Context: an optimization exercise on an open-source flow, tuned for small area. The choices shown serve that exercise and are no tape-out recipe.
Only simulation tests tie the RTL to the original design; equivalence was not proved.
Power is estimated from default activity; no workload was simulated.

==> run a <==
## game_core
module game_core (
    input  logic        clk,
    input  logic        reset,
    input  logic [7:0]  keycode0,
    input  logic [7:0]  keycode1,
    output logic [9:0]  char_x,
    output logic [9:0]  char_y,
    output logic        ts_collide,
    output logic        bs_collide,
    output logic        left_collide,
    output logic        right_collide,
    output logic        bottom_collide,
    output logic [3:0]  char_state,
    output logic [3:0]  screen,
    output logic [10:0] background_number,
    output logic [3:0]  screen_state
);
    logic [2:0] scr;
    character char (
        .clk        (clk),
        .reset      (reset),
        .keycode0   (keycode0),
        .keycode1   (keycode1),
        .scr        (scr),
        .char_x     (char_x),
        .char_y     (char_y),
        .ts_collide (ts_collide),
        .bs_collide (bs_collide),
        .left_collide  (left_collide),
        .right_collide (right_collide),
        .bottom_collide(bottom_collide),
        .char_state (char_state)
    );
    back_controller bak (
        .clk               (clk),
        .reset             (reset),
        .keycode0          (keycode0),
        .ts_collide        (ts_collide),
        .bs_collide        (bs_collide),
        .scr               (scr),
        .screen            (screen),
        .background_number (background_number),
        .screen_state      (screen_state)
    );
endmodule
clock: 12.0 ns
lec_check: 0
cap_margin: 20
core_margin: 2
core_utilization: 25
gpl_timing_driven: 0
slew_margin: 20
standard.sh (not shown) runs the stock make flow with config.mk's settings and CLKGATE_MAP_FILE= SYNTH_SCRIPT=/design/flow/synth_recipe.tcl, a recipe that flattens the netlist after the stock synthesis.
==> flow/flow/run.sh <==
#!/bin/bash
# Own layout flow: the standard synthesis, then the combinational logic
# re-mapped for area by yosys/ABC (every flip-flop instance kept exactly as the
# standard synthesis made it), then the standard layout steps with the
# smallest port buffers and a clock tree without dummy loads.
set -euo pipefail
W=$(pwd)
R=$W/orfs/results/${FLOW_PLATFORM}/game_core/base
LIB=$FLOW_HOME/platforms/${FLOW_PLATFORM}/lib/sky130_fd_sc_hd__tt_025C_1v80.lib
YOSYS=$(command -v yosys || true)
[[ -n "$YOSYS" ]] || YOSYS=$FLOW_HOME/../tools/install/yosys/bin/yosys

# 1. standard synthesis
bash standard.sh synth > "$W/flow_synth.log" 2>&1
cp "$R/1_2_yosys.v" "$W/std_1_2_yosys.v"

# 2. re-map the combinational logic for area: five rounds of four ABC runs
#    (different seeds) in parallel; each round starts from the smallest
#    netlist so far. deepsyn stops after 30 steps without improvement (no
#    time limit), so the result does not depend on the machine's load.
remap() {  # remap IN TAG
  IN="$1" OUT="$W/remap_$2.v" LIB="$LIB" TOP="$FLOW_TOP" \
    ABC_SCRIPT="$W/remap_$2.abc" "$YOSYS" -c "$W/flow/remap.tcl" > "$W/flow_remap_$2.log" 2>&1
}
area() { awk '/Chip area/ {print $NF}' "$W/remap_$1.v.stat"; }
best_in="$W/std_1_2_yosys.v"
best_area=""
seed=0
for round in 1 2 3 4 5; do
  tags=""
  for k in 1 2 3 4; do
    seed=$((seed + 1))
    tag="${round}_${k}"
    if (( round == 1 && k % 2 )); then pre='dc2\n'; else pre=''; fi
    printf "strash\n${pre}&get -n\n&deepsyn -J 30 -S %s\n&put\ndch -f\namap\ntopo\n" "$seed" > "$W/remap_$tag.abc"
    remap "$best_in" "$tag" &
    tags="$tags $tag"
  done
  wait
  for tag in $tags; do
    a=$(area "$tag")
    echo "remap $tag: $a" >> "$W/flow_remap.log"
    if [[ -z "$best_area" ]] || awk -v a="$a" -v b="$best_area" 'BEGIN {exit !(a < b)}'; then
      best_in="$W/remap_$tag.v"
      best_area=$a
    fi
  done
done
echo "kept $best_in ($best_area)" >> "$W/flow_remap.log"

# 3. the rest of the standard layout, from the re-mapped netlist
cp "$best_in" "$R/1_2_yosys.v"
rm -f "$R/1_synth.odb" "$R/1_synth.sdc"
bash standard.sh BUFFER_PORTS_ARGS="-buffer_cell sky130_fd_sc_hd__buf_1" \
  CTS_ARGS="-sink_clustering_enable -sink_clustering_size 40 -sink_clustering_max_diameter 300 -repair_clock_nets -buf_list sky130_fd_sc_hd__clkbuf_8 -dont_use_dummy_load" \
  finish > "$W/flow_layout.log" 2>&1
Other scripts of this flow, unchanged in this note and not shown: flow/flow/remap.tcl
==> run b (differences from run a) <==
--- a/flow/flow/run.sh
+++ b/flow/flow/run.sh
@@ -15,6 +15,6 @@
 cp "$R/1_2_yosys.v" "$W/std_1_2_yosys.v"
 
-# 2. re-map the combinational logic for area: five rounds of four ABC runs
-#    (different seeds) in parallel; each round starts from the smallest
+# 2. re-map the combinational logic for area: six rounds of eight ABC runs
+#    (different seeds, with and without dc2 first), four at a time; each round starts from the smallest
 #    netlist so far. deepsyn stops after 30 steps without improvement (no
 #    time limit), so the result does not depend on the machine's load.
@@ -27,14 +27,17 @@
 best_area=""
 seed=0
-for round in 1 2 3 4 5; do
+for round in 1 2 3 4 5 6; do
   tags=""
-  for k in 1 2 3 4; do
-    seed=$((seed + 1))
+  for k in 1 2 3 4 5 6 7 8; do
+    seed=$(( (seed % 100) + 1 ))
     tag="${round}_${k}"
-    if (( round == 1 && k % 2 )); then pre='dc2\n'; else pre=''; fi
+    if (( k % 2 )); then pre='dc2\n'; else pre=''; fi
     printf "strash\n${pre}&get -n\n&deepsyn -J 30 -S %s\n&put\ndch -f\namap\ntopo\n" "$seed" > "$W/remap_$tag.abc"
-    remap "$best_in" "$tag" &
     tags="$tags $tag"
   done
+  set -- $tags
+  for tag in $1 $2 $3 $4; do remap "$best_in" "$tag" & done
+  wait
+  for tag in $5 $6 $7 $8; do remap "$best_in" "$tag" & done
   wait
   for tag in $tags; do
==> run summary <==
Status - finished clean
Clock power share - 0.207
Power Clock - 0.0904 mW
Die area - 21,230 um2
Core Region - 19,590 um2
Metal-1 WL - 12.31 mm
Fin nets - 972
Vias per std cell - 6.064
Total track usage - 0.2804
Fillers - 2,318
DR vias - 7,380
Mean post-synth cell area - 5.654 um2
CP delay by family, top - simple AND/OR/NAND/NOR gates
Sequential cell power - 0.149 mW
Final Skew - 26.58 ps
The numbers above come from run b.

==> run summary <==
Hold Crit Depth - 2
Fillers - 2,322
Metal-1 WL - 12.36 mm
Post-CTS Hold Buffers - 0
Core Region - 19,400 um2
Net Count, Synth - 898
CP startpoint kind - flip-flop
Hold WC Path Type - flip-flop to flip-flop
Global routing usage on met1 - 0.3699
Sequential cell power - 0.244 mW
DR vias - 7,331
Status - finished clean
Final wirelength - 30.58 mm
Fin nets - 964
Total track usage - 0.2922
CP delay by family, top - buffers and inverters
Final Skew - 22.67 ps
Die area - 20,830 um2
Vias per std cell - 6.064
Fraction of layout cells with a size suffix above 1 - 0.006356
The numbers above come from run a.

## static timing again, ports no longer ideal
The results above use ideal ports. As a check the final layouts listed here were re-extracted and re-timed, cells and wires unchanged.
Step 1: set_driving_cell puts a clkbuf_16 on clk and a buf_2 on each other input, an assumption about the parent block.
Step 2 times the ports against the registers' clock, not the clock port: input delays grow and output delays shrink by t, the midpoint of the rising clock arrivals with the driver on.
Three values: no drivers, after step 1, after step 2; two values: the first two.
| run | shift t [ns] | setup slack, ns | worst setup path after step 2 |
|---|---|---|---|
| run a | 0.359 | 3.501 / 3.465 / 3.824 | register to output |
| run b | 0.352 | 3.793 / 3.757 / 4.109 | register to output |
After both steps setup and hold are still met in every run listed.
